Background: an optimization exercise with open tools, aiming at small area, a short achievable clock period and few clock cycles. Do not read the settings as production practice. Where RTL was checked, it was by simulation tests only, not by an equivalence proof against the original. Function not checked in run 1: the RTL went through the layout flow alone. Power and IR drop assume default switching activity.

--- config.mk ---
export PLATFORM = sky130hd
export DESIGN_NAME = top
export DESIGN_NICKNAME = top
export VERILOG_FILES = /design/flow/design.v
export SDC_FILE = /design/flow/constraint.sdc
export NUM_CORES = 8
export LEC_CHECK = 0
export CAP_MARGIN = 20
export CORE_MARGIN = 2
export CORE_UTILIZATION = 30
export CTS_CLUSTER_DIAMETER = 80
export CTS_CLUSTER_SIZE = 25
export PLACE_DENSITY = 0.7
export SETUP_SLACK_MARGIN = 3.7
export SLEW_MARGIN = 20
export SYNTH_HIERARCHICAL = 1
export SYNTH_MINIMUM_KEEP_SIZE = 0
--- constraint.sdc ---
create_clock -name core_clock -period 6.5 [get_ports {clk_i}]
set_input_delay 1.3000 -clock core_clock [delete_from_list [all_inputs] [get_ports {clk_i}]]
set_output_delay 1.3000 -clock core_clock [all_outputs]
set_load 0.01 [all_outputs]
--- design.v ---
module top (
    input         clk_i,
    input         rst_i,
    input  [7:0]  addr_i,
    input  [31:0] data_i,
    input         wr_vi,
    output [31:0] data_o
);
wire       op_w  = wr_vi & ~addr_i[7] & ~addr_i[6];  
wire       op_x  = wr_vi & ~addr_i[7] &  addr_i[6];  
wire       op_c  = wr_vi &  addr_i[7] & ~addr_i[6];  
wire       op_st = wr_vi &  addr_i[7] &  addr_i[6];  
wire       op_rd = addr_i[7] & ~addr_i[6];           
wire [3:0] a     = addr_i[3:0];
wire       clr   = ~rst_i;                           
reg [8:0] W [16];
reg [8:0] X [16];
reg [15:0] xv;
reg        pok;
wire       fast = pok & (&xv);
reg        rc;
reg [4:0]  rn;
reg        rc_op;           
wire       rc_clr = rc & (rn == 5'd2);
wire       vst    = rc & (rn == 5'd19);
reg [7:1] q;
always_ff @(posedge clk_i or negedge rst_i)
    if (!rst_i) begin
        q   <= '0;
        rc  <= 1'b0;
        rn  <= '0;
        xv  <= '0;
        pok <= 1'b1;
    end else begin
        q <= {q[6:1], (op_st & fast) | vst};
        if (op_st & ~fast) begin
            rc <= 1'b1;
            rn <= '0;
        end else if (rc) begin
            rn <= rn + 5'd1;
            if (vst) rc <= 1'b0;
        end
        if (q[1]) begin
            xv  <= '0;
            pok <= 1'b1;
        end else if (op_x) begin
            xv[a] <= 1'b1;
            if (xv[a]) pok <= 1'b0;
        end else if (op_w) begin
            if (|(xv & (16'hF << {a[3:2], 2'b00}))) pok <= 1'b0;
        end
    end
wire idle_next = ~(op_st | rc | q[1] | q[2] | q[3] | q[4] | q[5]);
wire qin = (op_st & fast) | vst;
always_ff @(posedge clk_i)
    for (int n = 0; n < 16; n++) begin
        if (clr | (op_w & a == n)) W[n] <= data_i[8:0] & {9{rst_i}};
        if (clr | (op_x & a == n)) X[n] <= data_i[8:0] & {9{rst_i}};
    end
reg [3:0] ri_oh, rk_oh;         
always_ff @(posedge clk_i or negedge rst_i)
    if (!rst_i) begin
        rc_op <= 1'b0;
        ri_oh <= '0;
        rk_oh <= '0;
    end else begin
        logic [3:0] n;
        logic       nx;
        n  = 4'(rn - 5'd2);         
        nx = rc & (rn >= 5'd2) & (rn <= 5'd17);
        rc_op <= nx;
        ri_oh <= nx ? 4'b1 << n[3:2] : 4'd0;
        rk_oh <= nx ? 4'b1 << n[1:0] : 4'd0;
    end
function automatic logic [14:0] booth_enc(input logic [8:0] b);
    logic [10:0] bx;
    logic [14:0] r;
    bx = {b[8], b, 1'b0};
    for (int t = 0; t < 5; t++) begin
        r[3*t+2] = bx[2*t+2];
        r[3*t+1] = bx[2*t+1] ^ bx[2*t];
        r[3*t]   = (bx[2*t+2] & ~bx[2*t+1] & ~bx[2*t]) | (~bx[2*t+2] & bx[2*t+1] & bx[2*t]);
    end
    booth_enc = r;
endfunction
wire [3:0] oh_i = (op_x ? 4'b1 << a[3:2] : 4'd0) | ri_oh;
wire [3:0] oh_k = (op_x ? 4'b1 << a[1:0] : 4'd0) | rk_oh;
logic [8:0] roww [4];
logic [8:0] xval;
always_comb begin
    xval = '0;
    for (int e = 0; e < 4; e++) begin
        logic [8:0] rx;
        roww[e] = '0;
        rx = '0;
        for (int r = 0; r < 4; r++) begin
            roww[e] = roww[e] | (W[4*r+e] & {9{oh_i[r]}});
            rx = rx | (X[4*r+e] & {9{ri_oh[r]}});
        end
        xval = xval | (rx & {9{rk_oh[e]}});
    end
end
reg        sa_v;
reg [8:0]  sa_d;
reg [14:0] sa_bd [4];      
reg [3:0]  sa_k;           
always_ff @(posedge clk_i or negedge rst_i)
    if (!rst_i) sa_v <= 1'b0;
    else        sa_v <= op_x | rc_op;
always_ff @(posedge clk_i) begin
    logic [8:0] d;
    d = rc_op ? xval : data_i[8:0];
    sa_d <= d;
    sa_k <= oh_k;
    for (int m = 0; m < 4; m++) begin
        logic [8:0] b;
        b = '0;
        for (int e = 0; e < 4; e++)
            b = b | (roww[e] & {9{oh_k[(m - e) & 3]}});
        sa_bd[m] <= booth_enc(b) & {15{op_x | rc_op}};
    end
end
function automatic logic [3:0] lane_addr(input int m, input int e);
    lane_addr = 4'(4 * ((m - e) & 3) + e);
endfunction
reg [19:0] P [16];
reg [31:0] C [16];
reg        sb_v;
reg [19:0] sb_s  [4];     
reg [19:0] sb_c  [4];
reg [3:0]  sb_k;
reg [19:0] pr    [4];     
logic [20:0] lsum [4];    
reg   [1:0]  adj  [4];    
logic [11:0] chsel [4];   
reg [3:0]  rsel;
reg        fwd;
reg        cwrl, chil, pzl;
reg [3:0]  crdv, cwrv, chiv;
always_ff @(posedge clk_i or negedge rst_i)
    if (!rst_i) sb_v <= 1'b0;
    else        sb_v <= sa_v;
always_ff @(posedge clk_i) begin
    logic [3:0] ri, nq;
    nq = {q[3:1], qin};       
    ri = |nq ? nq : oh_k;
    rsel <= ri;
    fwd  <= sa_v && ri == sa_k;
    crdv <= nq;
    cwrl <= |q[4:1];
    cwrv <= q[4:1];
    chil <= |q[5:2];
    chiv <= q[5:2];
    pzl  <= |q[4:1] | rc_clr;
    sb_k <= sa_k;
end
wire [39:0] msc [4];
wire [20:0] lsw [4];
wire [11:0] hiw [4];
logic [19:0] cin [4];     
for (genvar g = 0; g < 4; g++) begin : g_lane
    mul_cs_m u_mul (.d(sa_d), .bd(sa_bd[g]), .v(sa_v), .e(cin[g]), .sc(msc[g]));
    add3_m   u_l   (.a(pr[g]), .b(sb_s[g]), .c(sb_c[g]), .s(lsw[g]));
    hiadj_m  u_h   (.ch(chsel[g]), .adj(adj[g]), .s(hiw[g]));
end
always_comb
    for (int m = 0; m < 4; m++) begin
        cin[m] = '0;
        for (int e = 0; e < 4; e++)
            cin[m] = cin[m] | (C[lane_addr(m, e)][19:0] & {20{crdv[e]}});
    end
always_ff @(posedge clk_i)
    for (int m = 0; m < 4; m++) begin
        logic [19:0] pv;
        sb_s[m] <= msc[m][39:20];
        sb_c[m] <= msc[m][19:0];
        pv = '0;
        for (int e = 0; e < 4; e++)
            pv = pv | (P[lane_addr(m, e)] & {20{rsel[e]}});
        pr[m]   <= fwd ? lsum[m][19:0] : pv;
    end
always_comb
    for (int m = 0; m < 4; m++)
        lsum[m] = lsw[m];
always_ff @(posedge clk_i)
    for (int m = 0; m < 4; m++)
        adj[m] <= {~lsum[m][20] & pr[m][19], lsum[m][20] & ~pr[m][19]};
always_ff @(posedge clk_i)
    for (int m = 0; m < 4; m++)
        for (int e = 0; e < 4; e++)
            if (clr | pzl & (cwrv[e] | ~cwrl) | (sb_v & sb_k[e]))
                P[lane_addr(m, e)] <= lsum[m][19:0] & {20{rst_i & ~pzl}};
always_ff @(posedge clk_i)
    for (int m = 0; m < 4; m++) begin
        logic [19:0] dlo;
        logic [11:0] dhi;
        dlo = cwrl ? lsum[m][19:0] : data_i[19:0] & {20{rst_i}};
        dhi = chil ? hiw[m] : data_i[31:20] & {12{rst_i}};
        for (int e = 0; e < 4; e++) begin
            if (clr | cwrv[e] | (op_c && a == lane_addr(m, e)))
                C[lane_addr(m, e)][19:0] <= dlo;
            if (clr | chiv[e] | (op_c && a == lane_addr(m, e)))
                C[lane_addr(m, e)][31:20] <= dhi;
        end
    end
always_comb
    for (int m = 0; m < 4; m++) begin
        chsel[m] = '0;
        for (int e = 0; e < 4; e++)
            chsel[m] = chsel[m] | (C[lane_addr(m, e)][31:20] & {12{chiv[e]}});
    end
reg [31:0] dout;
always_ff @(posedge clk_i)
    dout <= op_rd ? C[a] : {31'd0, idle_next};
assign data_o = dout;
endmodule
module mul_cs_m (input [8:0] d, input [14:0] bd, input v, input [19:0] e, output [39:0] sc);
    logic [19:0] rows [5];
    logic [19:0] nk;
    logic [19:0] s1, c1, s2, c2, s3, c3, s4, c4;
    always_comb begin
        nk = 20'hD5600 & {20{v}};          
        for (int t = 0; t < 5; t++) begin
            logic [9:0] xm, rw;
            xm = bd[3*t+1] ? {d[8], d} : bd[3*t] ? {d, 1'b0} : 10'd0;
            rw = xm ^ {10{bd[3*t+2]}};
            rw[9] = rw[9] ^ v;
            rows[t] = 20'(rw) << (2*t);
            nk[2*t] = bd[3*t+2];
        end
        s1 = rows[0] ^ rows[1] ^ rows[2];
        c1 = ((rows[0] & rows[1]) | (rows[0] & rows[2]) | (rows[1] & rows[2])) << 1;
        s2 = rows[3] ^ rows[4] ^ nk;
        c2 = ((rows[3] & rows[4]) | (rows[3] & nk) | (rows[4] & nk)) << 1;
        s3 = s1 ^ c1 ^ s2;
        c3 = ((s1 & c1) | (s1 & s2) | (c1 & s2)) << 1;
        c2 = v ? c2 : e;
        s4 = s3 ^ c3 ^ c2;
        c4 = ((s3 & c3) | (s3 & c2) | (c3 & c2)) << 1;
    end
    assign sc = {s4, c4};
endmodule
module add3_m (input [19:0] a, input [19:0] b, input [19:0] c, output [20:0] s);
    assign s = {1'b0, a} + {1'b0, b} + {1'b0, c};
endmodule
module hiadj_m (input [11:0] ch, input [1:0] adj, output [11:0] s);
    assign s = adj[1] ? ch - 12'd1 : adj[0] ? ch + 12'd1 : ch;
endmodule
--- run.sh ---
#!/bin/bash
# synth_recipe.tcl (not shown) runs the flow's synth.tcl, then flattens the netlist and writes it again
# the make line also repeats each setting of config.mk as NAME=value (left out here)
make -C /OpenROAD-flow-scripts/flow DESIGN_CONFIG=/design/flow/config.mk WORK_HOME=/design/flow/orfs CLKGATE_MAP_FILE= SYNTH_SCRIPT=/design/flow/synth_recipe.tcl finish
==> impl_metrics.ini, run 1 <==
[finish]
final_util_pct = 36.98
post_route_cells_drive_above_1_share_pct = 25.69
instances_no_fill = 9585
design_area_um2 = 91110
syn_to_final_growth_pct = 22.25
multi_input_area_um2 = 35370
fin_nets = 6601
seqCellArea_um2 = 42190
fill_cells = 23010

[yosys]
synth_cell_types = 92
synth_top_area_share_pct = 45.13
synth_area_leaders = edfxtp_1, dfxtp_1, a22oi_1
synth_area_um2 = 74530
ys.flop_type = edfxtp_1
synth_commonest_cells = edfxtp_1, a22oi_1, nand2_1
yosysMostFrequentCell = edfxtp_1
postSynthAreaPerCell_um2 = 12.51
syn_inst = 5958
synth_largest_area_cell = edfxtp_1
synth_edf_count = 1120
ys_seq_elements = 1526
async_flop_share_pct = 2.556
yosysWarnings = 35
synth_seq_area_share_pct = 56.29

[worst_setup_path]
regToRegEndpoint = C[9][19]
crit_path_max_fanout = 4
critical_path_class = reg2reg
worstSetupEndpoint = C[9][19]
r2r_slack_ns = 3.23
end_kind = register
cp-startpoint = pr[3][1]
regToRegStartpoint = pr[3][1]
worst_setup_path_start_kind = register
cp_data_arrival_time_ns = 3.78
cp.required_ns = 7.02
rr_worst_depth = 11

[die]
fp.dieH_um = 502.4
num_io_pins = 75
core_area_um2 = 246400
fp.dieW_um = 502.4
start_util_pct = 30.25
die_area_um2 = 252400
row_count = 182

[clock_network]
clockRootBuffer = clkbuf_16
cts_max_level = 3
cts_hold_buf = 0
clockBufferDepth = 3
cts_tree = yes
cts.sinks = 1526
clk_pin_slew_worst_paths_ns = 0.11
cts-buffers-inserted = 80
clock_latency_ns = 0.80

[grt]
grt_max_degree = 82
overflow = 0
antenna_found_initial = 34
grt.total_usage_pct = 21.60
grt_pass1_vias = 54290
grt_pass1_wl_mm = 394.2

[pwr]
leakagePower_uw = 0.03374
ir_drop_mv = 0.4773
cellPowerDensity_nw_per_um2 = 634.9

[timing]
period_share_pct = 50.24
layout_min_cycle_time_ns = 3.265
clock-skew-final_ns = 0.07085
rsz0062_at_grt = true
setup_violations = 0
timing.fmax_mhz = 306.3
max_slew_margin_pct = 11.27
worstMarginPinSlew_ns = 1.331
tns_ns = 0
drv_slew = 0
final_hold_viol_count = 0

[drt]
post_drt_wl_per_cell_um = 30.24
viasPerCell = 5.982
dr_total_vias = 57340
wirelength_mm = 289.8
ant_nets = 0
drt_iter0_markers = 9025
post-route-drc-count = 0
drtPass1Iterations = 14

[placement]
hpwlAfterDp_mm = 167.2
placed_area_um2 = 79720
place.port_buffers = 72
gp_congestion = 0.9530
dp.cells = 9053

[outcome]
status = complete, no violations

[hold_path]
hold_depth = 0
hold_class = reg2reg

[flow_run]
max_cap_violations = 0
stage by stage:
step,worst slack (ns),total power [uW],hold WS (ns)
finish,3.235,57850,0.3588
global route,3.194,60210,0.3814
CTS,3.265,52730,0.3706
detailed placement,1.385,40520,0.3750
global placement,1.439,39920,0.3591
floorplan,3.373,31800,0.3481
sequential cells by signal (all words and copies together), names as in the netlist, 4 cells and up:
register,flops
q,5
X,144
rsel,4
sa_k,4
rn,5
adj,8
ri_oh,4
rk_oh,4
xv,16
chiv,4
sb_c,80
sa_bd,56
sa_d,9
sb_s,80
sb_k,4
pr,80
P,320
W,144
dout,32
C,512
per-module statistics from Yosys (local to each module, per instance):
| module | cells inside | times used | cell area (um^2) | flip-flops and latches |
|---|---|---|---|---|
| hiadj_m | 61 | 4 | 400.4 | 0 |
| add3_m | 152 | 4 | 1418 | 0 |
| top | 4014 | 1 | 58210 | 1526 |
| mul_cs_m | 273 | 4 | 2262 | 0 |
cell families (layout without fill, tap and decap cells):
kind of cell | Yosys count | count (layout) | share of synthesized area (%)
AO/OA/AOI/OAI | 1721 | 1740 | 17.06
XOR/XNOR | 356 | 356 | 4.184
adder cells (fa/ha/maj) | 377 | 377 | 8.424
buffers and inverters | 604 | 844 | 3.403
flip-flops | 1526 | 1526 | 56.29
multiplexers | 187 | 187 | 3.052
other | 5 | 57 | 0.02518
AND/OR/NAND/NOR | 1182 | 1186 | 7.555
layout make-up:
class | count | share of cell area, %
diodes | 25 | 0.06866
clock buffers | 113 | 2.402
clock inverters | 36 | 0.5369
inverters | 186 | 0.8075
multi-input cells | 3878 | 38.82
flip-flops and latches | 1526 | 46.31
well taps | 3312 | 4.548
repair buffers | 509 | 6.504
per-layer routing:
metal	vias to the layer above	track usage [%]	routed length, um
met5	-	2.037	654
met4	29	15.25	26520
met3	1422	9.849	44700
met2	4696	31.76	121300
met1	28210	24.70	96620
li1	22980	-	-
power by group:
| group | internal, uW | switching, uW |
|---|---|---|
| combinational | 14700 | 19900 |
| clock | 2580 | 3470 |
| sequential | 14600 | 2620 |
| total | 31800 | 26000 |
worst max-delay path, stage by stage, from the launching register on:
cell and delay [ns]:
dfxtp_4 0.39, fa_2 0.51, ha_4 0.22, fa_2 0.39, a211oi_4 0.32, o21ai_4 0.12
a311oi_4 0.23, buf_6 0.17, nor2_4 0.06, mux2i_4 0.20, buf_12 0.16, a22o_1 0.24
cell usage in the layout (no fill, tap or decap), types with 50 or more instances in the layout:
cell type  Yosys  final
xor2_1       134    108
edfxtp_1    1120   1120
inv_1        181    146
and2_1       125     69
nand2_1      564    503
buf_4         20    245
nor2b_1       80     56
mux2_2       122    104
clkbuf_16      0     88
a22oi_1      722    695
dfxtp_2        0     68
xnor2_1      222    169
buf_6         15     77
o21ai_4        0     74
a22o_1       156    136
buf_12         0     69
nor2_1       155    140
nand3_1       68     63
dfxtp_1      367    263
o21ai_2        4     55
ha_1         169    108
o21ai_0      234    104
fa_1         208    178
a222oi_1      50     50
a21oi_1      172    137
and2_4         1     50
worst min-delay path by stage:
| stage | slack, ns | start | endpoint |
|---|---|---|---|
| floorplan | 0.35 | q[4] | chiv[3] |
| global placement | 0.36 | q[4] | chiv[3] |
| detailed placement | 0.37 | q[4] | chiv[3] |
| CTS | 0.37 | q[4] | chiv[3] |
| global route | 0.38 | sa_k[1] | sb_k[1] |
| finish | 0.36 | q[4] | chiv[3] |
repair_timing:
action,CTS,global route
gates cloned,43,8
gates resized for setup,706,476
buffers inserted,194,113
pin swaps,213,202
endpoints found under the setup margin,2000,726
==> run 2, diff against run 1 <==
--- a/design.v
+++ b/design.v
@@ -51,6 +51,5 @@
         end
     end
-wire idle_next = ~(op_st | rc | q[1] | q[2] | q[3] | q[4] | q[5]);
-wire qin = (op_st & fast) | vst;
+wire idle_next = ~(op_st | rc | q[1] | q[2] | q[3] | q[4] | q[5] | q[6]);
 always_ff @(posedge clk_i)
     for (int n = 0; n < 16; n++) begin
@@ -102,5 +101,5 @@
 end
 reg        sa_v;
-reg [8:0]  sa_d;
+reg [9:0]  sa_d;
 reg [14:0] sa_bd [4];      
 reg [3:0]  sa_k;           
@@ -111,5 +110,5 @@
     logic [8:0] d;
     d = rc_op ? xval : data_i[8:0];
-    sa_d <= d;
+    sa_d <= {d[8], d};
     sa_k <= oh_k;
     for (int m = 0; m < 4; m++) begin
@@ -118,7 +117,30 @@
         for (int e = 0; e < 4; e++)
             b = b | (roww[e] & {9{oh_k[(m - e) & 3]}});
-        sa_bd[m] <= booth_enc(b) & {15{op_x | rc_op}};
-    end
-end
+        sa_bd[m] <= booth_enc(b);
+    end
+end
+function automatic logic [39:0] mul_cs(input logic [9:0] d, input logic [14:0] bd);
+    logic [19:0] rows [5];
+    logic [19:0] nk;
+    logic [19:0] s1, c1, s2, c2, s3, c3, s4, c4;
+    nk = 20'hAAC00;                        
+    for (int t = 0; t < 5; t++) begin
+        logic [10:0] xm, rw;
+        xm = bd[3*t+1] ? {d[9], d} : bd[3*t] ? {d, 1'b0} : 11'd0;
+        rw = xm ^ {11{bd[3*t+2]}};
+        rw[10] = ~rw[10];
+        rows[t] = 20'(rw) << (2*t);
+        nk[2*t] = bd[3*t+2];
+    end
+    s1 = rows[0] ^ rows[1] ^ rows[2];
+    c1 = ((rows[0] & rows[1]) | (rows[0] & rows[2]) | (rows[1] & rows[2])) << 1;
+    s2 = rows[3] ^ rows[4] ^ nk;
+    c2 = ((rows[3] & rows[4]) | (rows[3] & nk) | (rows[4] & nk)) << 1;
+    s3 = s1 ^ c1 ^ s2;
+    c3 = ((s1 & c1) | (s1 & s2) | (c1 & s2)) << 1;
+    s4 = s3 ^ c3 ^ c2;
+    c4 = ((s3 & c3) | (s3 & c2) | (c3 & c2)) << 1;
+    mul_cs = {s4, c4};
+endfunction
 function automatic logic [3:0] lane_addr(input int m, input int e);
     lane_addr = 4'(4 * ((m - e) & 3) + e);
@@ -126,8 +148,10 @@
 reg [19:0] P [16];
 reg [31:0] C [16];
-reg        sb_v;
-reg [19:0] sb_s  [4];     
+reg        sb_v, sc_v;
+reg [19:0] sb_s  [4];
 reg [19:0] sb_c  [4];
 reg [3:0]  sb_k;
+reg [19:0] sc_p  [4];     
+reg [3:0]  sc_k;
 reg [19:0] pr    [4];     
 logic [20:0] lsum [4];    
@@ -136,46 +160,53 @@
 reg [3:0]  rsel;
 reg        fwd;
-reg        cwrl, chil, pzl;
+reg        crdl, cwrl, chil, pzl;
 reg [3:0]  crdv, cwrv, chiv;
 always_ff @(posedge clk_i or negedge rst_i)
-    if (!rst_i) sb_v <= 1'b0;
-    else        sb_v <= sa_v;
+    if (!rst_i) begin
+        sb_v <= 1'b0;
+        sc_v <= 1'b0;
+    end else begin
+        sb_v <= sa_v;
+        sc_v <= sb_v;
+    end
 always_ff @(posedge clk_i) begin
-    logic [3:0] ri, nq;
-    nq = {q[3:1], qin};       
-    ri = |nq ? nq : oh_k;
+    logic [3:0] ri;
+    ri = |q[4:1] ? q[4:1] : sa_k;
     rsel <= ri;
-    fwd  <= sa_v && ri == sa_k;
-    crdv <= nq;
-    cwrl <= |q[4:1];
-    cwrv <= q[4:1];
-    chil <= |q[5:2];
-    chiv <= q[5:2];
-    pzl  <= |q[4:1] | rc_clr;
+    fwd  <= sb_v && ri == sb_k;
+    crdl <= |q[4:1];
+    crdv <= q[4:1];
+    cwrl <= |q[5:2];
+    cwrv <= q[5:2];
+    chil <= |q[6:3];
+    chiv <= q[6:3];
+    pzl  <= |q[5:2] | rc_clr;
     sb_k <= sa_k;
+    sc_k <= sb_k;
 end
 wire [39:0] msc [4];
+wire [19:0] bsum [4];
 wire [20:0] lsw [4];
 wire [11:0] hiw [4];
-logic [19:0] cin [4];     
 for (genvar g = 0; g < 4; g++) begin : g_lane
-    mul_cs_m u_mul (.d(sa_d), .bd(sa_bd[g]), .v(sa_v), .e(cin[g]), .sc(msc[g]));
-    add3_m   u_l   (.a(pr[g]), .b(sb_s[g]), .c(sb_c[g]), .s(lsw[g]));
+    mul_cs_m u_mul (.d(sa_d), .bd(sa_bd[g]), .sc(msc[g]));
+    add20_m  u_b2  (.a(sb_s[g]), .b(sb_c[g]), .s(bsum[g]));
+    add21_m  u_l   (.a(pr[g]), .b(sc_p[g]), .s(lsw[g]));
     hiadj_m  u_h   (.ch(chsel[g]), .adj(adj[g]), .s(hiw[g]));
 end
-always_comb
-    for (int m = 0; m < 4; m++) begin
-        cin[m] = '0;
-        for (int e = 0; e < 4; e++)
-            cin[m] = cin[m] | (C[lane_addr(m, e)][19:0] & {20{crdv[e]}});
-    end
-always_ff @(posedge clk_i)
-    for (int m = 0; m < 4; m++) begin
-        logic [19:0] pv;
-        sb_s[m] <= msc[m][39:20];
-        sb_c[m] <= msc[m][19:0];
+always_ff @(posedge clk_i)
+    for (int m = 0; m < 4; m++) begin
+        logic [39:0] sc;
+        logic [19:0] pv, cv;
+        sc = msc[m];
+        sb_s[m] <= sc[39:20];
+        sb_c[m] <= sc[19:0];
         pv = '0;
-        for (int e = 0; e < 4; e++)
+        cv = '0;
+        for (int e = 0; e < 4; e++) begin
             pv = pv | (P[lane_addr(m, e)] & {20{rsel[e]}});
+            cv = cv | (C[lane_addr(m, e)][19:0] & {20{crdv[e]}});
+        end
+        sc_p[m] <= crdl ? cv : bsum[m];
         pr[m]   <= fwd ? lsum[m][19:0] : pv;
     end
@@ -189,5 +220,5 @@
     for (int m = 0; m < 4; m++)
         for (int e = 0; e < 4; e++)
-            if (clr | pzl & (cwrv[e] | ~cwrl) | (sb_v & sb_k[e]))
+            if (clr | pzl & (cwrv[e] | ~cwrl) | (sc_v & sc_k[e]))
                 P[lane_addr(m, e)] <= lsum[m][19:0] & {20{rst_i & ~pzl}};
 always_ff @(posedge clk_i)
@@ -215,15 +246,15 @@
 assign data_o = dout;
 endmodule
-module mul_cs_m (input [8:0] d, input [14:0] bd, input v, input [19:0] e, output [39:0] sc);
+module mul_cs_m (input [9:0] d, input [14:0] bd, output [39:0] sc);
     logic [19:0] rows [5];
     logic [19:0] nk;
     logic [19:0] s1, c1, s2, c2, s3, c3, s4, c4;
     always_comb begin
-        nk = 20'hD5600 & {20{v}};          
+        nk = 20'hAAC00;                    
         for (int t = 0; t < 5; t++) begin
-            logic [9:0] xm, rw;
-            xm = bd[3*t+1] ? {d[8], d} : bd[3*t] ? {d, 1'b0} : 10'd0;
-            rw = xm ^ {10{bd[3*t+2]}};
-            rw[9] = rw[9] ^ v;
+            logic [10:0] xm, rw;
+            xm = bd[3*t+1] ? {d[9], d} : bd[3*t] ? {d, 1'b0} : 11'd0;
+            rw = xm ^ {11{bd[3*t+2]}};
+            rw[10] = ~rw[10];
             rows[t] = 20'(rw) << (2*t);
             nk[2*t] = bd[3*t+2];
@@ -235,5 +266,4 @@
         s3 = s1 ^ c1 ^ s2;
         c3 = ((s1 & c1) | (s1 & s2) | (c1 & s2)) << 1;
-        c2 = v ? c2 : e;
         s4 = s3 ^ c3 ^ c2;
         c4 = ((s3 & c3) | (s3 & c2) | (c3 & c2)) << 1;
@@ -241,6 +271,9 @@
     assign sc = {s4, c4};
 endmodule
-module add3_m (input [19:0] a, input [19:0] b, input [19:0] c, output [20:0] s);
-    assign s = {1'b0, a} + {1'b0, b} + {1'b0, c};
+module add20_m (input [19:0] a, input [19:0] b, output [19:0] s);
+    assign s = a + b;
+endmodule
+module add21_m (input [19:0] a, input [19:0] b, output [20:0] s);
+    assign s = {1'b0, a} + {1'b0, b};
 endmodule
 module hiadj_m (input [11:0] ch, input [1:0] adj, output [11:0] s);
--- a/config.mk
+++ b/config.mk
@@ -8,5 +8,5 @@
 export CAP_MARGIN = 20
 export CORE_MARGIN = 2
-export CORE_UTILIZATION = 30
+export CORE_UTILIZATION = 45
 export CTS_CLUSTER_DIAMETER = 80
 export CTS_CLUSTER_SIZE = 25
==> run 2 against run 1 <==
Against the previous run:
- register-to-register slack improved by 0.41 ns
- setup slack improved by 0.34 ns
- critical path type is now in2reg
- wire length is 5.2% lower
- sequential share of layout area up 3.2 points
- final area shrank 2.8%
- critical endpoint is now C[0][13]
- highest routed layer unchanged
==> impl_metrics.ini, run 2 <==
[outcome]
status = complete, no violations

[worst_setup_path]
cp.required_ns = 6.84
path_delay_family = compound AO/OA/AOI/OAI gates
crit_path_max_fanout = 43
slowest_delay_ns = 0.82
cp.depth = 5
cp_data_arrival_time_ns = 3.27
critical_path_class = in2reg
r2r_slack_ns = 3.64
end_kind = register
regToRegStartpoint = chiv[0]
crit_chain = buf_16 -> buf_16 -> nor2_4 -> nand2_4 -> o21ai_4
worst_setup_path_start_kind = input port
regToRegEndpoint = C[2][23]
slowest_stage = o21ai_4
crit_buf_inv = 2
critPathMostFrequentCell = buf_16
cp-startpoint = addr_i[3]
rr_worst_depth = 7

[timing]
layout_min_cycle_time_ns = 2.928
worstMarginPinSlew_ns = 1.219
rsz0062_at_grt = true
clock-skew-final_ns = 0.05761
drv_slew = 0
timing.fmax_mhz = 341.6
setup_violations = 0
final_hold_viol_count = 0
max_slew_margin_pct = 18.74
tns_ns = 0
period_share_pct = 45.04

[clock_network]
cts_tree = yes
cts_max_level = 3
cts_hold_buf = 0
clockRootBuffer = clkbuf_16
cts-buffers-inserted = 82
clockBufferDepth = 3
cts.sinks = 1613
clk_pin_slew_worst_paths_ns = 0.11
clock_latency_ns = 0.75

[yosys]
synth_largest_area_cell = edfxtp_1
synth_area_leaders = edfxtp_1, dfxtp_1, a22oi_1
synth_area_um2 = 78570
ys.flop_type = edfxtp_1
synth_commonest_cells = edfxtp_1, a22oi_1, nand2_1
ys_seq_elements = 1613
syn_inst = 6568
yosysWarnings = 35
synth_cell_types = 93
postSynthAreaPerCell_um2 = 11.96
yosysMostFrequentCell = edfxtp_1
async_flop_share_pct = 2.542
synth_seq_area_share_pct = 55.63
synth_edf_count = 1120
synth_top_area_share_pct = 42.80

[flow_run]
max_cap_violations = 0

[drt]
post-route-drc-count = 0
post_drt_wl_per_cell_um = 30.65
drtPass1Iterations = 7
drt_iter0_markers = 8649
dr_total_vias = 59050
wirelength_mm = 274.8
ant_nets = 0
viasPerCell = 6.587

[hold_path]
hold_class = reg2reg
min_to = chiv[3]
hold_depth = 0
worstHoldStart = q[5]

[finish]
fin_nets = 6997
layout_commonest_cell = edfxtp_1
post_route_cells_drive_above_1_share_pct = 14.76
syn_to_final_growth_pct = 12.72
fill_cells = 14640
largest_reg_flops = 512
top_regs = C: 512 flops, P: 320 flops
final_cell_mix = edfxtp_1, a22oi_1, nand2_1
design_area_um2 = 88570
regMostFlops = C

[die]
fp.dieW_um = 421.9
row_count = 153
start_util_pct = 45.25
fp.dieH_um = 421.9
num_io_pins = 75
core_area_um2 = 173600
die_area_um2 = 178000

[pwr]
cellPowerDensity_nw_per_um2 = 553.9
leakagePower_uw = 0.03300
ir_drop_mv = 0.3072

[grt]
grt_pass1_wl_mm = 381.7
grt_max_degree = 90
grt_pass1_vias = 54730
antenna_found_initial = 10
overflow = 0
grt.total_usage_pct = 29.13

[placement]
placed_area_um2 = 82200
place.port_buffers = 72
hpwlAfterDp_mm = 171.9
gp_congestion = 0.9678
-- run 2: cell type report --
type / instances / area (um^2) / area share [%]
sequential: 1613 / 43880 / 49.54
antenna: 9 / 22.52 / 0.02543
multi-input combinational: 4363 / 34870 / 39.38
clock buffer: 122 / 2295 / 2.591
inverter: 198 / 773.2 / 0.8731
clock inverter: 28 / 396.6 / 0.4478
tap: 2325 / 2909 / 3.285
timing repair inverter: 3 / 20.02 / 0.02260
timing repair buffer: 304 / 3397 / 3.836
-- run 2: worst max-delay path by stage --
stage | endpoint | slack (ns)
finish | C[0][13] | 3.57
global placement | C[1][10] | 1.49
CTS | P[10][10] | 3.50
detailed placement | C[1][13] | 1.45
global route | sb_s[0][10] | 3.65
floorplan | C[15][0] | 3.39
-- run 2: kinds of logic after synthesis --
family | count (synthesis) | synth area share, %
flip-flops | 1613 | 55.63
adder cells (fa/ha/maj) | 389 | 7.188
buffers and inverters | 639 | 3.389
AO/OA/AOI/OAI | 2058 | 18.62
other | 9 | 0.04299
XOR/XNOR | 405 | 4.514
multiplexers | 186 | 2.908
AND/OR/NAND/NOR | 1269 | 7.707
-- run 2: per-layer routing --
metal,vias to the layer above,GRT usage [%],wire length (um)
met2,4123,43.45,119100
met4,8,18.06,19660
li1,25000,-,-
met3,884,9.085,37440
met1,29040,36.88,98400
met5,-,0,154
-- run 2: modules after synthesis, one instance, submodules excluded --
| module | area, um^2 | cells inside | flip-flops and latches | times used |
|---|---|---|---|---|
| mul_cs_m | 2090 | 262 | 0 | 4 |
| top | 60560 | 4180 | 1613 | 1 |
| add20_m | 1001 | 132 | 0 | 4 |
| add21_m | 1012 | 142 | 0 | 4 |
| hiadj_m | 400.4 | 61 | 0 | 4 |
-- run 2: timing repair --
item                                    CTS  global route
setup endpoints to repair              1777           701
pin swaps                                39            45
buffers inserted                         75            50
resized for setup                       335           184
endpoints found under the hold margin     0             0
cloned                                   24            13
-- run 2: worst register-to-register path, cell delays in order, from the launching register on --
cell and delay (ns):
dfxtp_4 0.40, buf_12 0.22, a22oi_1 0.25, nand2_1 0.29, or3b_2 0.61, o21ai_0 0.43
xor2_1 0.13, a22o_1 0.29
-- run 2: report_power, final --
group          internal (uW)  switching [uW]  total, uW
sequential             15200            2410      17600
combinational           9240           16100      25300
clock                   2690            3450       6140
total                  27100           21900      49100
-- run 2: per-stage QoR --
step | worst slack [ns] | hold WS (ns) | cells | util [%] | total power [uW]
after global routing | 3.652 | 0.3783 | 8959 | 51.00 | 51520
after detailed placement | 1.448 | 0.3464 | 8644 | 47.34 | 40540
after CTS | 3.497 | 0.3670 | 8893 | 50.16 | 47550
after floorplan | 3.390 | 0.3312 | 6595 | - | 31950
final | 3.572 | 0.3688 | 8965 | 51.01 | 49060
after global placement | 1.490 | 0.3391 | 8643 | 47.32 | 39970
Testbench counts of run 2, summed over its fixed seeds: cycles 13,056.
==> run 3, diff against run 2 <==
--- a/config.mk
+++ b/config.mk
@@ -13,5 +13,5 @@
 export PLACE_DENSITY = 0.7
 export SETUP_SLACK_MARGIN = 3.7
-export SLEW_MARGIN = 20
+export SLEW_MARGIN = 60
 export SYNTH_HIERARCHICAL = 1
 export SYNTH_MINIMUM_KEEP_SIZE = 0
==> run 3 against run 2 <==
Against the previous run:
- still clean on timing, DRC and antenna
- die area did not move
- clock skew decreased by 0.0035 ns
- total power increased by 0.60%
- combinational power is 2% higher
- hold slack gained 0.0070 ns
- core utilization grew 0.85 points
- critical path depth increased by 2
- clock power increased by 0.7%
==> impl_metrics.ini, run 3 <==
[yosys]
synth_area_leaders = edfxtp_1, dfxtp_1, a22oi_1
async_flop_share_pct = 2.542
ys_seq_elements = 1613
synth_largest_area_cell = edfxtp_1
synth_commonest_cells = edfxtp_1, a22oi_1, nand2_1
ys.flop_type = edfxtp_1
synth_edf_count = 1120
synth_cell_types = 93
yosysWarnings = 35
postSynthAreaPerCell_um2 = 11.96
synth_top_area_share_pct = 42.80
syn_inst = 6568
synth_seq_area_share_pct = 55.63
yosysMostFrequentCell = edfxtp_1
synth_area_um2 = 78570

[grt]
overflow = 0
antenna_found_initial = 14
grt_pass1_wl_mm = 371.4
grt.total_usage_pct = 28.08
grt_pass1_vias = 54460
grt_max_degree = 90

[timing]
rsz0062_at_grt = true
layout_min_cycle_time_ns = 2.883
worstMarginPinSlew_ns = 0.6313
tns_ns = 0
final_hold_viol_count = 0
max_slew_margin_pct = 57.91
drv_slew = 0
whs_ns = 0.3758
clock-skew-final_ns = 0.05414
fin_ws_ns = 3.617
timing.fmax_mhz = 346.9
setup_violations = 0
period_share_pct = 44.35

[drt]
ant_nets = 0
drtPass1Iterations = 8
drt_iter0_markers = 8753
viasPerCell = 6.503
post-route-drc-count = 0
dr_total_vias = 58810
wirelength_mm = 266.8
post_drt_wl_per_cell_um = 29.50

[placement]
dp_worst_setup_slack_ns = 1.851
hpwlAfterDp_mm = 180.7
place.port_buffers = 72
gp_congestion = 0.9678

[clock_network]
cts_max_level = 3
cts_hold_buf = 0
cts-buffers-inserted = 82
cts.sinks = 1613
clock_latency_ns = 0.76
clockBufferDepth = 3
cts_tree = yes
clockRootBuffer = clkbuf_16
clk_pin_slew_worst_paths_ns = 0.11

[finish]
fill_cells = 14510
final_cell_mix = edfxtp_1, a22oi_1, nand2_1
largest_reg_flops = 512
regMostFlops = C
fin_nets = 7071
layout_commonest_cell = edfxtp_1
syn_to_final_growth_pct = 14.61
top_regs = C: 512 flops, P: 320 flops
post_route_cells_drive_above_1_share_pct = 16.80

[worst_setup_path]
cp.required_ns = 6.96
path_delay_family = buffers and inverters
crit_path_max_fanout = 43
slowest_delay_ns = 0.44
r2r_slack_ns = 3.67
crit_buf_inv = 4
critical_path_class = in2reg
end_kind = register
crit_chain = buf_16 -> buf_16 -> nor2_4 -> nand2_2 -> o21ai_4 -> buf_6 -> buf_6
slowest_stage = o21ai_4
worst_setup_path_start_kind = input port
cp_data_arrival_time_ns = 3.34

[pwr]
cellPowerDensity_nw_per_um2 = 548.1
p_int_uw = 27450
clkPwrFrac_pct = 12.5
p_sw_uw = 21900
power_frac_comb_pct = 52.3
switching_share_pct = 44.37
seq_power_share_pct = 35.2
ir_drop_mv = 0.3384
leakagePower_uw = 0.03372

[flow_run]
max_cap_violations = 0

[die]
num_io_pins = 75
start_util_pct = 45.25
fp.dieW_um = 421.9
die_area_um2 = 178000
fp.dieH_um = 421.9
core_area_um2 = 173600
row_count = 153

[hold_path]
hold_class = reg2reg

[outcome]
status = complete, no violations
-- run 3: cell counts after synthesis --
No cell type changed its count.
-- run 3: timing repair --
action	CTS	global route
buffers inserted	48	74
cloned	7	15
gates resized for setup	252	169
endpoints found under the setup margin	1133	376
pin swaps	30	59
-- run 3: logic make-up (layout without fill, tap and decap cells) --
group           after synthesis  count (layout)  synth area share (%)
other cells                   9              47               0.04299
compound gates             2058            2058                 18.62
buf+inv                     639             750                 3.389
mux                         186             186                 2.908
simple gates               1269            1271                 7.707
flops                      1613            1613                 55.63
xor+xnor                    405             405                 4.514
fa+ha+maj                   389             389                 7.188
-- run 3: path summary, 6_finish.rpt --
kind                                  from          end  cells past startpoint
worst min-delay path                  sa_v         sb_v                      0
worst max-delay path             addr_i[3]     C[3][16]                      7
max in group asynchronous            rst_i     ri_oh[1]                      2
worst max register to register  sb_s[2][6]  sc_p[2][17]                      8
min in group asynchronous            rst_i         q[2]                      1
worst min register to register        sa_v         sb_v                      0
-- run 3: layout make-up --
| class | count | area (um^2) | share of cell area (%) |
|---|---|---|---|
| clock inverter | 28 | 424.2 | 0.4710 |
| sequential | 1613 | 43900 | 48.75 |
| inverter | 198 | 765.7 | 0.8503 |
| antenna | 11 | 27.53 | 0.03057 |
| multi-input combinational | 4345 | 35010 | 38.88 |
| timing repair buffer | 399 | 4686 | 5.203 |
| clock buffer | 125 | 2328 | 2.586 |
| tap | 2325 | 2909 | 3.230 |
-- run 3: stage by stage --
step	util, %	cell area [um^2]	power (uW)	std cells
4_1_cts	50.77	88150	47870	8941
3_5_place_dp	48.42	84080	41240	8733
6_report	51.86	90050	49350	9044
2_1_floorplan	-	80150	31950	6595
3_3_place_gp	47.32	82170	39970	8643
5_1_grt	51.85	90030	51880	9034
-- run 3: routing by layer --
layer  vias up  global-route usage, %  share of wire (%)
met4        10                  16.92                7.0
met3       784                  6.825                 12
li1      25110                      -                  -
met2      3903                  42.85                 44
met1     29010                  36.20                 37
met5         -                      0              0.027
-- run 3: worst register-to-register path: stages (launching register included) --
cell and delay (ns):
dfxtp_1 0.31, ha_1 0.39, a2111oi_4 0.38, o21ai_2 0.15, a31oi_4 0.30, a21oi_1 0.11
o311a_1 0.36, nor2_1 0.40, a31oi_1 0.22
-- run 3: modules after synthesis, one instance, submodules excluded --
module / cells / copies in the design
add20_m: 132 / 4
top: 4180 / 1
hiadj_m: 61 / 4
mul_cs_m: 262 / 4
add21_m: 142 / 4
-- run 3: power groups by stage --
stage / Clock (uW) / Combinational (uW) / Sequential, uW
after floorplan: 0 / 15700 / 16200
after CTS: 6170 / 24500 / 17200
after detailed placement: 0 / 23800 / 17400
after global placement: 0 / 22500 / 17500
final: 6180 / 25800 / 17400
after global routing: 6520 / 27800 / 17600
==> run 4, diff against run 3 <==
--- a/config.mk
+++ b/config.mk
@@ -8,10 +8,10 @@
 export CAP_MARGIN = 20
 export CORE_MARGIN = 2
-export CORE_UTILIZATION = 45
+export CORE_UTILIZATION = 30
 export CTS_CLUSTER_DIAMETER = 80
 export CTS_CLUSTER_SIZE = 25
 export PLACE_DENSITY = 0.7
 export SETUP_SLACK_MARGIN = 3.7
-export SLEW_MARGIN = 60
+export SLEW_MARGIN = 20
 export SYNTH_HIERARCHICAL = 1
 export SYNTH_MINIMUM_KEEP_SIZE = 0
==> run 4 against run 3 <==
Against the previous run:
- still clean
- global-route usage is 7.7 points lower
- critical path depth is 2 lower
- non-clock buffer count is 65 lower
- synthesized area stayed put
- setup slack worse by 0.12 ns
- clock skew is 0.023 ns higher
- clock-buffer cell count is 2 higher
- first-iteration DRC count is 3.6% lower
==> impl_metrics.ini, run 4 <==
[outcome]
status = complete, no violations

[grt]
met2_usage_pct = 30.36
grt-busiest-layer = met2
grt_max_degree = 68
use_met1_pct = 25.08
grt.total_usage_pct = 20.39
use_met3_pct = 6.679
overflow = 0
grt_pass1_wl_mm = 399.3
grt_pass1_vias = 56490
antenna_found_initial = 19

[die]
num_io_pins = 75
fp.dieH_um = 515.8
start_util_pct = 30.23
core_area_um2 = 259900
row_count = 187
die_area_um2 = 266000
fp.dieW_um = 515.8

[yosys]
synth_largest_area_cell = edfxtp_1
async_flop_share_pct = 2.542
synth_edf_count = 1120
synth_cell_types = 93
yosysWarnings = 35
synth_commonest_cells = edfxtp_1, a22oi_1, nand2_1
ys.flop_type = edfxtp_1
ys_seq_elements = 1613
synth_seq_area_share_pct = 55.63
postSynthAreaPerCell_um2 = 11.96
synth_area_um2 = 78570
synth_top_area_share_pct = 42.80
yosysMostFrequentCell = edfxtp_1
syn_inst = 6568
synth_area_leaders = edfxtp_1, dfxtp_1, a22oi_1

[drt]
post-route-drc-count = 0
dr_total_vias = 59820
ant_nets = 0
viasPerCell = 5.868
drtPass1Iterations = 9
drt_iter0_markers = 8436
wirelength_mm = 288.3
post_drt_wl_per_cell_um = 28.28

[finish]
regMostFlops = C
largest_reg_flops = 512
seqCellArea_um2 = 43910
final_util_pct = 35.04
fin_nets = 7042
top_regs = C: 512 flops, P: 320 flops
syn_to_final_growth_pct = 15.93
fill_cells = 24930
post_route_cells_drive_above_1_share_pct = 15.83
layout_commonest_cell = edfxtp_1
final_cell_mix = edfxtp_1, a22oi_1, nand2_1
multi_input_area_um2 = 34960

[timing]
final_hold_viol_count = 0
setup_violations = 0
layout_min_cycle_time_ns = 3.008
tns_ns = 0
max_slew_margin_pct = 20.01
drv_slew = 0
clock-skew-final_ns = 0.07755
timing.fmax_mhz = 332.5
period_share_pct = 46.27
worstMarginPinSlew_ns = 1.197
rsz0062_at_grt = true

[clock_network]
clock_latency_ns = 0.79
cts_tree = yes
clk_pin_slew_worst_paths_ns = 0.10
cts_hold_buf = 0
clockRootBuffer = clkbuf_16
cts_max_level = 3
cts-buffers-inserted = 91
clockBufferDepth = 3
cts.sinks = 1613

[placement]
place.port_buffers = 72
hpwlAfterDp_mm = 180.2
gp_congestion = 0.9847

[worst_setup_path]
crit_buf_inv = 2
worst_setup_path_start_kind = input port
crit_chain = buf_16 -> nor2_4 -> buf_4 -> nand2_2 -> o21ai_4
end_kind = register
slowest_delay_ns = 0.62
path_delay_family = simple AND/OR/NAND/NOR gates
cp-startpoint = addr_i[3]
critical_path_class = in2reg
cp.required_ns = 6.94
cp_data_arrival_time_ns = 3.45
regToRegStartpoint = sa_d[8]
slowest_stage = o21ai_4
crit_path_max_fanout = 46

[hold_path]
hold_class = reg2reg
worstHoldStart = sb_k[0]

[pwr]
p_sw_uw = 22260
switching_share_pct = 44.74
seq_power_share_pct = 35.6
power_frac_comb_pct = 51.0
leakagePower_uw = 0.03341
clkPwrFrac_pct = 13.4
ir_drop_mv = 0.2904
p_int_uw = 27490
cellPowerDensity_nw_per_um2 = 546.2

[flow_run]
max_cap_violations = 0
## run 4: cell counts after synthesis
Identical to the previous run, type by type.
## run 4: Yosys stat by module, one instance, submodules excluded
module	flip-flops and latches	area [um^2]	times used
mul_cs_m	0	2090	4
hiadj_m	0	400.4	4
top	1613	60560	1
add21_m	0	1012	4
add20_m	0	1001	4
## run 4: final timing paths
kind / depth (start not counted) / end / slack (ns)
max in group asynchronous: 3 / pok / 4.63
hold reg to reg: 0 / sc_k[0] / 0.36
setup / recovery: 5 / C[3][10] / 3.49
hold / removal: 0 / sc_k[0] / 0.36
setup reg to reg: 9 / sb_s[0][11] / 3.70
min in group asynchronous: 1 / sb_v / 0.43
## run 4: kinds of logic (layout without fill, tap and decap cells)
| logic type | count (synthesis) | after routing | share of synthesized area (%) |
|---|---|---|---|
| multiplexers | 186 | 186 | 2.908 |
| AND/OR/NAND/NOR | 1269 | 1274 | 7.707 |
| adder cells (fa/ha/maj) | 389 | 389 | 7.188 |
| flip-flops | 1613 | 1613 | 55.63 |
| other | 9 | 45 | 0.04299 |
| buffers and inverters | 639 | 708 | 3.389 |
| XOR/XNOR | 405 | 405 | 4.514 |
| AO/OA/AOI/OAI | 2058 | 2078 | 18.62 |
## run 4: timing repair
action                                  4_1_cts  5_1_grt
endpoints found under the setup margin     2125      584
gates resized for setup                     391      202
setup buffers                                96       48
gates cloned                                 33       15
pin swaps                                    58       51
## run 4: layout make-up
class / instances / share of cell area, %
diodes: 9 / 0.02473
clock buffers: 127 / 2.739
clock inverters: 45 / 0.6607
inverters: 198 / 0.8516
multi-input cells: 4368 / 38.38
flip-flops and latches: 1613 / 48.20
well taps: 3496 / 4.802
repair buffers: 334 / 4.310
repair inverters: 4 / 0.03297
## run 4: metal layers
metal	vias up	wire (um)
li1	25150	-
met2	4215	123000
met4	16	22570
met1	29470	102800
met5	-	216
met3	976	39700
## run 4: power groups by stage
stage               registers, uW  clock network [uW]  logic (uW)
finish                      17700                6660       25400
global placement            17600                   0       22300
detailed placement          17700                   0       22800
CTS                         17500                6690       23800
floorplan                   16200                   0       15700
global route                17900                7060       27300
## run 4: metrics by stage
step / std cells / area, um^2 / power (uW) / worst slack [ns] / hold WS, ns
2_1_floorplan: 6595 / 80150 / 31950 / 3.390 / 0.3312
6_report: 10190 / 91090 / 49750 / 3.492 / 0.3591
3_3_place_gp: 9821 / 83680 / 39860 / 1.294 / 0.3465
4_1_cts: 10120 / 89380 / 48030 / 3.695 / 0.3665
3_5_place_dp: 9821 / 83690 / 40480 / 1.218 / 0.3461
5_1_grt: 10190 / 91070 / 52330 / 3.642 / 0.3840
==> run 5, diff against run 4 <==
--- a/config.mk
+++ b/config.mk
@@ -8,8 +8,8 @@
 export CAP_MARGIN = 20
 export CORE_MARGIN = 2
-export CORE_UTILIZATION = 30
+export CORE_UTILIZATION = 65
 export CTS_CLUSTER_DIAMETER = 80
 export CTS_CLUSTER_SIZE = 25
-export PLACE_DENSITY = 0.7
+export PLACE_DENSITY = 0.75
 export SETUP_SLACK_MARGIN = 3.7
 export SLEW_MARGIN = 20
==> run 5 against run 4 <==
Against the previous run:
- still clean on timing, DRC and antenna
- cell count shrank 19%
- first-iteration DRC count rose by 15%
- wire length shrank 7.1%
- synthesized area unchanged
- core utilization is 38 points higher
- register-to-register slack lost 0.08 ns
- highest routed layer unchanged
==> impl_metrics.ini, run 5 <==
[outcome]
status = complete, no violations

[finish]
fin_nets = 6996
final_cell_mix = edfxtp_1, a22oi_1, nand2_1
final_util_pct = 72.93
multi_input_area_um2 = 34730
syn_to_final_growth_pct = 11.35
instances_no_fill = 8251
fill_cells = 8010
layout_commonest_cell = edfxtp_1
post_route_cells_drive_above_1_share_pct = 14.57
seqCellArea_um2 = 43870
largest_reg_flops = 512
top_regs = C: 512 flops, P: 320 flops
regMostFlops = C

[worst_setup_path]
end_kind = register
regToRegStartpoint = pr[3][2]
worst_setup_path_start_kind = input port
cp_data_arrival_time_ns = 3.60
rr_worst_depth = 7
cp-startpoint = addr_i[3]
crit_path_max_fanout = 29
critical_path_class = in2reg
cp.required_ns = 7.10

[yosys]
yosysWarnings = 35
synth_seq_area_share_pct = 55.63
synth_largest_area_cell = edfxtp_1
synth_area_leaders = edfxtp_1, dfxtp_1, a22oi_1
synth_top_area_share_pct = 42.80
synth_edf_count = 1120
synth_area_um2 = 78570
syn_inst = 6568
synth_cell_types = 93
async_flop_share_pct = 2.542
ys_seq_elements = 1613
yosysMostFrequentCell = edfxtp_1
synth_commonest_cells = edfxtp_1, a22oi_1, nand2_1
ys.flop_type = edfxtp_1
postSynthAreaPerCell_um2 = 11.96

[clock_network]
cts_tree = yes
clockRootBuffer = clkbuf_16
cts.sinks = 1613
clockBufferDepth = 3
clk_pin_slew_worst_paths_ns = 0.10
cts_max_level = 3
cts-buffers-inserted = 79
clock_latency_ns = 0.73

[grt]
antenna_found_initial = 15
overflow = 0
grt_pass1_vias = 54800
grt_pass1_wl_mm = 370.9
grt_max_degree = 82
grt.total_usage_pct = 41.66

[pwr]
ir_drop_mv = 0.3361
leakagePower_uw = 0.03293
cellPowerDensity_nw_per_um2 = 552.5

[placement]
dp_worst_setup_slack_ns = 1.496
place.port_buffers = 72
gp_congestion = 0.9912
hpwlAfterDp_mm = 167.5
dp.cells = 7924

[timing]
max_slew_margin_pct = 21.28
worstMarginPinSlew_ns = 1.175
drv_slew = 0
tns_ns = 0
timing.fmax_mhz = 333.6
rsz0062_at_grt = true
clock-skew-final_ns = 0.04875
setup_violations = 0
period_share_pct = 46.12
fin_ws_ns = 3.502
final_hold_viol_count = 0
layout_min_cycle_time_ns = 2.998

[die]
row_count = 127
start_util_pct = 65.49
core_area_um2 = 120000
die_area_um2 = 123700
fp.dieH_um = 351.7
num_io_pins = 75
fp.dieW_um = 351.7

[drt]
post_drt_wl_per_cell_um = 32.45
drtPass1Iterations = 15
dr_total_vias = 60000
drt_iter0_markers = 9710
viasPerCell = 7.272
post-route-drc-count = 0
wirelength_mm = 267.8
ant_nets = 0

[hold_path]
hold_class = reg2reg
worstHoldStart = sb_k[3]
hold_depth = 0

[flow_run]
max_cap_violations = 0
## run 5: cell counts after synthesis
No cell type changed its count.
## run 5: layout make-up
type / instances / share of cell area [%]
multi-input combinational: 4362 / 39.69
inverter: 198 / 0.8809
timing repair inverter: 6 / 0.04290
clock buffer: 126 / 2.641
timing repair buffer: 304 / 3.993
antenna: 9 / 0.02574
sequential: 1613 / 50.14
clock inverter: 21 / 0.2746
tap: 1612 / 2.305
## run 5: per-module statistics from Yosys (local to each module, per instance)
module	cell area (um^2)	flip-flops and latches	cells inside
top	60560	1613	4180
hiadj_m	400.4	0	61
add21_m	1012	0	142
add20_m	1001	0	132
mul_cs_m	2090	0	262
## run 5: cells by family (layout without fill, tap and decap cells)
logic type | after synthesis | count (layout) | share of synthesized area (%)
simple gates | 1269 | 1274 | 7.707
flops | 1613 | 1613 | 55.63
mux | 186 | 186 | 2.908
fa+ha+maj | 389 | 389 | 7.188
compound gates | 2058 | 2072 | 18.62
xor+xnor | 405 | 405 | 4.514
other cells | 9 | 45 | 0.04299
buf+inv | 639 | 655 | 3.389
## run 5: timing repair
action	CTS	global route
gates cloned	26	9
pin swaps	51	40
setup buffers	80	56
endpoints found under the setup margin	2100	798
hold buffers	0	0
hold endpoints to repair	0	0
gates resized for setup	323	194
## run 5: critical path, stage by stage
cell       delay, ns
buf_12          0.18
buf_16          0.24
inv_4           0.22
buf_12          0.24
nor2_1          0.07
buf_4           0.26
a222oi_1        0.51
nand3_1         0.16
a2111oi_2       0.25
a21oi_1         0.12
## run 5: final timing paths
kind | to | slack (ns)
setup / recovery | dout[6] | 3.50
hold / removal | sc_k[3] | 0.36
setup reg to reg | C[3][13] | 3.62
hold reg to reg | sc_k[3] | 0.36
max in group asynchronous | pok | 5.14
min in group asynchronous | q[1] | 0.59
## run 5: layer usage
metal / track usage [%] / vias to the layer above / routed length (um)
met5: 0 / - / 416
met4: 24.61 / 16 / 19890
met3: 14.71 / 1100 / 41140
met2: 59.48 / 4745 / 112300
met1: 55.00 / 29150 / 94070
li1: - / 24990 / -
## run 5: through the flow
stage	hold slack [ns]	instance area (um^2)	power [uW]
floorplan	0.3312	80150	31950
global route	0.3704	87480	50790
CTS	0.3562	86000	46730
detailed placement	0.3508	81250	40030
global placement	0.3338	81250	39300
finish	0.3626	87500	48340
## run 5: where the power goes
group          total [uW]  internal (uW)  switching [uW]  leakage [uW]
sequential          17600          15200            2370        0.0157
clock                5980           2620            3360       0.00124
combinational       24800           9110           15700        0.0160
total               48300          26900           21400        0.0329
==> run 6, diff against run 5 <==
--- a/config.mk
+++ b/config.mk
@@ -8,9 +8,9 @@
 export CAP_MARGIN = 20
 export CORE_MARGIN = 2
-export CORE_UTILIZATION = 65
+export CORE_UTILIZATION = 55
 export CTS_CLUSTER_DIAMETER = 80
 export CTS_CLUSTER_SIZE = 25
-export PLACE_DENSITY = 0.75
-export SETUP_SLACK_MARGIN = 3.7
+export PLACE_DENSITY = 0.7
+export SETUP_SLACK_MARGIN = 3.5
 export SLEW_MARGIN = 20
 export SYNTH_HIERARCHICAL = 1
==> run 6 against run 5 <==
Against the previous run:
- still clean
- die area rose by 18%
- clock skew up 0.013 ns
- hold slack gained 0.013 ns
- combinational power down 3%
- sequential power barely moved
- core utilization fell by 12 points
- first-iteration DRC count fell by 18%
- wire length fell by 2.3%
- via count down 3.0%
- critical endpoint is now sa_bd[0][0]
- largest cell class unchanged
- largest power group unchanged
- highest routed layer unchanged
==> impl_metrics.ini, run 6 <==
[outcome]
status = complete, no violations

[hold_path]
worstHoldStart = sb_k[0]
hold_class = reg2reg
hold_depth = 0
min_to = sc_k[0]

[grt]
grt.total_usage_pct = 34.87
antenna_found_initial = 14
overflow = 0
grt_max_degree = 145
grt_pass1_vias = 54940
grt_pass1_wl_mm = 374.2

[worst_setup_path]
regToRegStartpoint = chiv[1]
slowest_stage = and2_2
crit_chain = buf_8 -> and2_2 -> buf_4 -> a21o_1 -> a22oi_1 -> nand2_1 -> a22oi_1 -> and3_1
worst_setup_path_start_kind = input port
crit_buf_inv = 2
slowest_delay_ns = 0.49
critical_path_class = in2reg
cp_data_arrival_time_ns = 3.74
r2r_slack_ns = 3.44
rr_worst_depth = 4
path_delay_family = simple AND/OR/NAND/NOR gates
regToRegEndpoint = sc_p[0][1]
cp.required_ns = 7.13
end_kind = register
critPathMostFrequentCell = a22oi_1
crit_path_max_fanout = 36

[finish]
largest_reg_flops = 512
regMostFlops = C
layout_commonest_cell = edfxtp_1
fin_nets = 6941
syn_to_final_growth_pct = 9.631
final_cell_mix = edfxtp_1, a22oi_1, nand2_1
post_route_cells_drive_above_1_share_pct = 11.80
top_regs = C: 512 flops, P: 320 flops

[yosys]
synth_commonest_cells = edfxtp_1, a22oi_1, nand2_1
synth_edf_count = 1120
syn_inst = 6568
yosysWarnings = 35
postSynthAreaPerCell_um2 = 11.96
synth_area_leaders = edfxtp_1, dfxtp_1, a22oi_1
synth_area_um2 = 78570
synth_largest_area_cell = edfxtp_1
synth_cell_types = 93
async_flop_share_pct = 2.542
synth_seq_area_share_pct = 55.63
yosysMostFrequentCell = edfxtp_1
ys_seq_elements = 1613
ys.flop_type = edfxtp_1
synth_top_area_share_pct = 42.80

[timing]
whs_ns = 0.3760
layout_min_cycle_time_ns = 3.109
clock-skew-final_ns = 0.06161
fin_ws_ns = 3.391
final_hold_viol_count = 0
drv_slew = 0
period_share_pct = 47.83
rsz0062_at_grt = true
timing.fmax_mhz = 321.7
setup_violations = 0
tns_ns = 0
worstMarginPinSlew_ns = 1.073
max_slew_margin_pct = 28.44

[clock_network]
clk_pin_slew_worst_paths_ns = 0.10
clockBufferDepth = 3
cts_tree = yes
cts-buffers-inserted = 84
cts.sinks = 1613
clock_latency_ns = 0.77
cts_hold_buf = 0
cts_max_level = 3
clockRootBuffer = clkbuf_16

[placement]
gp_congestion = 0.9986
place.port_buffers = 72
dp_worst_setup_slack_ns = 1.448
hpwlAfterDp_mm = 169.5

[drt]
post-route-drc-count = 0
dr_total_vias = 58180
viasPerCell = 6.867
wirelength_mm = 261.5
drtPass1Iterations = 13
post_drt_wl_per_cell_um = 30.87
drt_iter0_markers = 7916
ant_nets = 0

[die]
core_area_um2 = 141800
fp.dieW_um = 382.0
num_io_pins = 75
row_count = 138
die_area_um2 = 145900
start_util_pct = 55.43
fp.dieH_um = 382.0

[pwr]
ir_drop_mv = 0.3075
cellPowerDensity_nw_per_um2 = 552.2
leakagePower_uw = 0.03231

[flow_run]
max_cap_violations = 0
run 6: cell counts after synthesis:
No cell type changed its count.
run 6: how the worst max path moves through the flow:
stage / to / slack [ns] / cells after the start / from
after CTS: P[7][13] / 3.38 / 5 / rst_i
after floorplan: C[7][0] / 3.34 / 9 / addr_i[2]
after detailed placement: dout[10] / 1.45 / 9 / addr_i[1]
after global routing: sa_bd[0][0] / 3.44 / 8 / wr_vi
after global placement: dout[10] / 1.45 / 9 / addr_i[1]
final: sa_bd[0][0] / 3.39 / 8 / addr_i[2]
run 6: layout make-up:
class / count / area [um^2]
Sequential cell: 1613 / 43800
Tap cell: 1890 / 2365
Antenna cell: 7 / 17.52
Clock buffer: 117 / 2308
Fill cell: 11030 / 55620
Clock inverter: 35 / 440.4
Timing Repair Buffer: 247 / 2569
Multi-Input combinational cell: 4360 / 33850
Timing Repair inverter: 5 / 37.54
Inverter: 198 / 762.0
run 6: what timing repair did:
| item | in CTS | in global routing |
|---|---|---|
| setup buffers | 49 | 25 |
| setup endpoints to repair | 1329 | 514 |
| pin swaps | 34 | 8 |
| gates resized for setup | 183 | 86 |
| gates cloned | 19 | 5 |
run 6: stage by stage:
step,std cells,total power (uW),utilization (%),area (um^2)
5_1_grt,8466,50280,60.76,86130
4_1_cts,8435,46790,60.28,85450
6_report,8472,47570,60.77,86140
2_1_floorplan,6595,31900,-,79460
3_3_place_gp,8213,39790,57.34,81280
3_5_place_dp,8215,40350,57.36,81310
run 6: Yosys stat by module (local to each module, per instance):
module | cells | area [um^2]
hiadj_m | 61 | 400.4
mul_cs_m | 262 | 2090
add21_m | 142 | 1012
add20_m | 132 | 1001
top | 4180 | 60560
run 6: routing by layer:
metal,GRT usage (%),up-vias,share of wire [%]
li1,-,24900,-
met1,45.50,28400,37
met2,51.04,4030,43
met3,11.76,829,14
met4,19.53,14,6.8
met5,0,-,0.070
run 6: kinds of logic after synthesis:
| group | count (synthesis) | synth area share (%) |
|---|---|---|
| mux | 186 | 2.908 |
| other cells | 9 | 0.04299 |
| simple gates | 1269 | 7.707 |
| compound gates | 2058 | 18.62 |
| buf+inv | 639 | 3.389 |
| flops | 1613 | 55.63 |
| fa+ha+maj | 389 | 7.188 |
| xor+xnor | 405 | 4.514 |
run 6: power by group:
part           switching [uW]  internal [uW]  leakage (uW)
clock                    3540           2660       0.00132
sequential               2220          15200        0.0157
combinational           15400           8560        0.0153
total                   21200          26400        0.0323
==> run 7, diff against run 6 <==
--- a/config.mk
+++ b/config.mk
@@ -12,5 +12,5 @@
 export CTS_CLUSTER_SIZE = 25
 export PLACE_DENSITY = 0.7
-export SETUP_SLACK_MARGIN = 3.5
+export SETUP_SLACK_MARGIN = 3.9
 export SLEW_MARGIN = 20
 export SYNTH_HIERARCHICAL = 1
==> run 7 against run 6 <==
Against the previous run:
- die area is the same
- still clean
- synthesized cell count is the same
- combinational power is 17% higher
- total power is 10% higher
- highest routed layer unchanged
- clock-buffer cell count up 4
- clock power up 5.3%
- setup slack better by 0.25 ns
- sequential share of layout area down 3.2 points
- largest cell class unchanged
- cell count rose by 2.7%
- via count up 4.6%
- fmax increased by 8.9%
==> impl_metrics.ini, run 7 <==
[yosys]
async_flop_share_pct = 2.542
synth_area_leaders = edfxtp_1, dfxtp_1, a22oi_1
synth_area_um2 = 78570
postSynthAreaPerCell_um2 = 11.96
synth_cell_types = 93
synth_top_area_share_pct = 42.80
yosysWarnings = 35
synth_seq_area_share_pct = 55.63
syn_inst = 6568
synth_edf_count = 1120
synth_largest_area_cell = edfxtp_1
synth_commonest_cells = edfxtp_1, a22oi_1, nand2_1
ys.flop_type = edfxtp_1
yosysMostFrequentCell = edfxtp_1
ys_seq_elements = 1613

[timing]
timing.fmax_mhz = 350.3
clock-skew-final_ns = 0.05934
period_share_pct = 43.92
layout_min_cycle_time_ns = 2.855
max_slew_margin_pct = 20.35
final_hold_viol_count = 0
tns_ns = 0
drv_slew = 0
rsz0062_at_grt = true
worstMarginPinSlew_ns = 1.189
setup_violations = 0

[clock_network]
clockRootBuffer = clkbuf_16
clk_pin_slew_worst_paths_ns = 0.11
cts.sinks = 1613
cts_max_level = 3
cts-buffers-inserted = 86
cts_hold_buf = 0
cts_tree = yes
clockBufferDepth = 3
clock_latency_ns = 0.78

[drt]
drt_iter0_markers = 9285
viasPerCell = 6.994
ant_nets = 0
post_drt_wl_per_cell_um = 32.75
dr_total_vias = 60860
post-route-drc-count = 0
wirelength_mm = 285.0
drtPass1Iterations = 9

[worst_setup_path]
cp-startpoint = sa_d[8]
cp_data_arrival_time_ns = 3.56
regToRegStartpoint = sa_d[8]
rr_worst_depth = 11
r2r_slack_ns = 3.65
end_kind = register
critical_path_class = reg2reg
crit_path_max_fanout = 4
cp.required_ns = 7.21
regToRegEndpoint = sb_s[2][10]
worst_setup_path_start_kind = register

[die]
fp.dieW_um = 382.0
die_area_um2 = 145900
start_util_pct = 55.43
num_io_pins = 75
fp.dieH_um = 382.0
core_area_um2 = 141800
row_count = 138

[hold_path]
hold_class = reg2reg
hold_depth = 0
min_to = chiv[3]
worstHoldStart = q[5]

[finish]
syn_to_final_growth_pct = 17.56
fill_cells = 10220
multi_input_area_um2 = 36630
post_route_cells_drive_above_1_share_pct = 22.61
fin_nets = 7163
layout_commonest_cell = edfxtp_1
seqCellArea_um2 = 43970
instances_no_fill = 8702
regMostFlops = C
largest_reg_flops = 512
top_regs = C: 512 flops, P: 320 flops
final_cell_mix = edfxtp_1, a22oi_1, nand2_1

[pwr]
leakagePower_uw = 0.03451
cellPowerDensity_nw_per_um2 = 567.6
ir_drop_mv = 0.3582

[placement]
place.port_buffers = 72
hpwlAfterDp_mm = 172.6
dp.cells = 8210
gp_congestion = 1.041

[grt]
overflow = 0
grt.total_usage_pct = 36.99
antenna_found_initial = 10
grt_pass1_wl_mm = 393.2
grt_max_degree = 85
grt_pass1_vias = 56390

[outcome]
status = complete, no violations

[flow_run]
max_cap_violations = 0
-- run 7: worst max-delay path by stage --
stage	slack [ns]	cells past startpoint	endpoint
global route	3.61	9	sb_s[1][9]
finish	3.65	11	sb_s[2][10]
global placement	1.52	6	C[1][2]
floorplan	3.39	9	C[15][0]
CTS	3.65	11	sb_s[2][10]
detailed placement	1.46	6	C[1][4]
-- run 7: Yosys stat by module, one instance, submodules excluded --
module    flip-flops and latches  area (um^2)
mul_cs_m                       0         2090
add21_m                        0         1012
add20_m                        0         1001
top                         1613        60560
hiadj_m                        0        400.4
-- run 7: worst max-delay path: stages (launching register included) --
cell and delay [ns]:
dfxtp_4 0.44, buf_12 0.12, buf_12 0.12, buf_6 0.09, buf_6 0.10, o21ai_4 0.06, xor2_2 0.16, fa_2 0.59
inv_2 0.05, fa_2 0.52, inv_2 0.04, fa_2 0.50
-- run 7: stage by stage --
stage	setup slack, ns	cell area, um^2	utilization (%)	power [uW]	hold WS (ns)
floorplan	3.390	80570	-	32000	0.3312
global placement	1.515	81890	57.77	39660	0.3325
detailed placement	1.463	81890	57.77	40300	0.3370
CTS	3.655	89410	63.07	49360	0.3575
global route	3.610	92350	65.14	54760	0.3716
finish	3.645	92370	65.16	52430	0.3414
-- run 7: cell families after synthesis --
kind of cell / share of synthesized area (%)
muxes: 2.908
AOI/OAI and AO/OA: 18.62
DFF: 55.63
and+or+nand+nor: 7.707
other: 0.04299
buffers and inverters: 3.389
xor gates and xnor gates: 4.514
adders and majority gates: 7.188
-- run 7: final cells by class --
class	count	share of cell area [%]
Timing Repair inverter	4	0.03251
Sequential cell	1613	47.60
Clock inverter	39	0.6407
Tap cell	1890	2.560
Clock buffer	121	2.575
Timing Repair Buffer	469	6.067
Multi-Input combinational cell	4359	39.65
Antenna cell	9	0.02438
Inverter	198	0.8507
-- run 7: per-layer routing --
layer	global-route usage, %	up-vias	wire length (um)	part of all wire [%]
met5	0.3968	-	166	0.058
met4	21.20	12	21640	7.6
met2	53.73	4698	120300	42
met3	13.33	1089	41770	15
li1	-	25360	-	-
met1	47.82	29700	101100	35
-- run 7: where the power goes --
part | total [uW] | internal [uW] | switching, uW
Clock | 6530 | 2870 | 3660
Sequential | 17800 | 15200 | 2560
Combinational | 28100 | 11000 | 17100
-- run 7: repair_timing --
item	in CTS	in global routing
setup endpoints to repair	2234	783
cloned	45	13
buffers inserted	156	108
gates resized for setup	759	394
pin swaps	168	180

port drivers added, routing unchanged:
In the flow no input, the clock included, has a driving cell. The finished layouts below were timed again as built, in two steps.
Step 1 assumes that a clkbuf_16 drives the clock port and a buf_2 every other input.
Step 2, shift: input delay + t, output delay - t, t = (earliest + latest rising clock arrival at the registers) / 2. This alone moves slack from input paths to output paths.
Slacks: ideal ports / drivers / drivers and shift; pairs: ideal ports / drivers.
run	t, ns	setup WS [ns]	worst setup path at the end	latest minus earliest clock arrival (ns)	worst slew at a driven data input, ns
run 1	0.867	3.235 / 3.235 / 2.643	input to register	0.071 / 0.071	0.25
run 2	0.816	3.572 / 3.384 / 2.569	input to register	0.067 / 0.067	0.42
run 3	0.829	3.617 / 3.640 / 2.820	input to register	0.061 / 0.060	0.16
run 4	0.844	3.492 / 3.330 / 2.487	input to register	0.098 / 0.099	0.42
run 5	0.785	3.502 / 3.480 / 2.695	input to register	0.055 / 0.055	0.31
run 6	0.826	3.391 / 3.423 / 2.601	input to register	0.071 / 0.071	0.06
run 7	0.837	3.645 / 3.645 / 2.821	input to register	0.063 / 0.064	0.31
After both steps setup and hold are still met in every run listed. The setup slack of run 4, which loses most, moves by -0.162 ns with the drivers and by -1.005 ns with both steps.
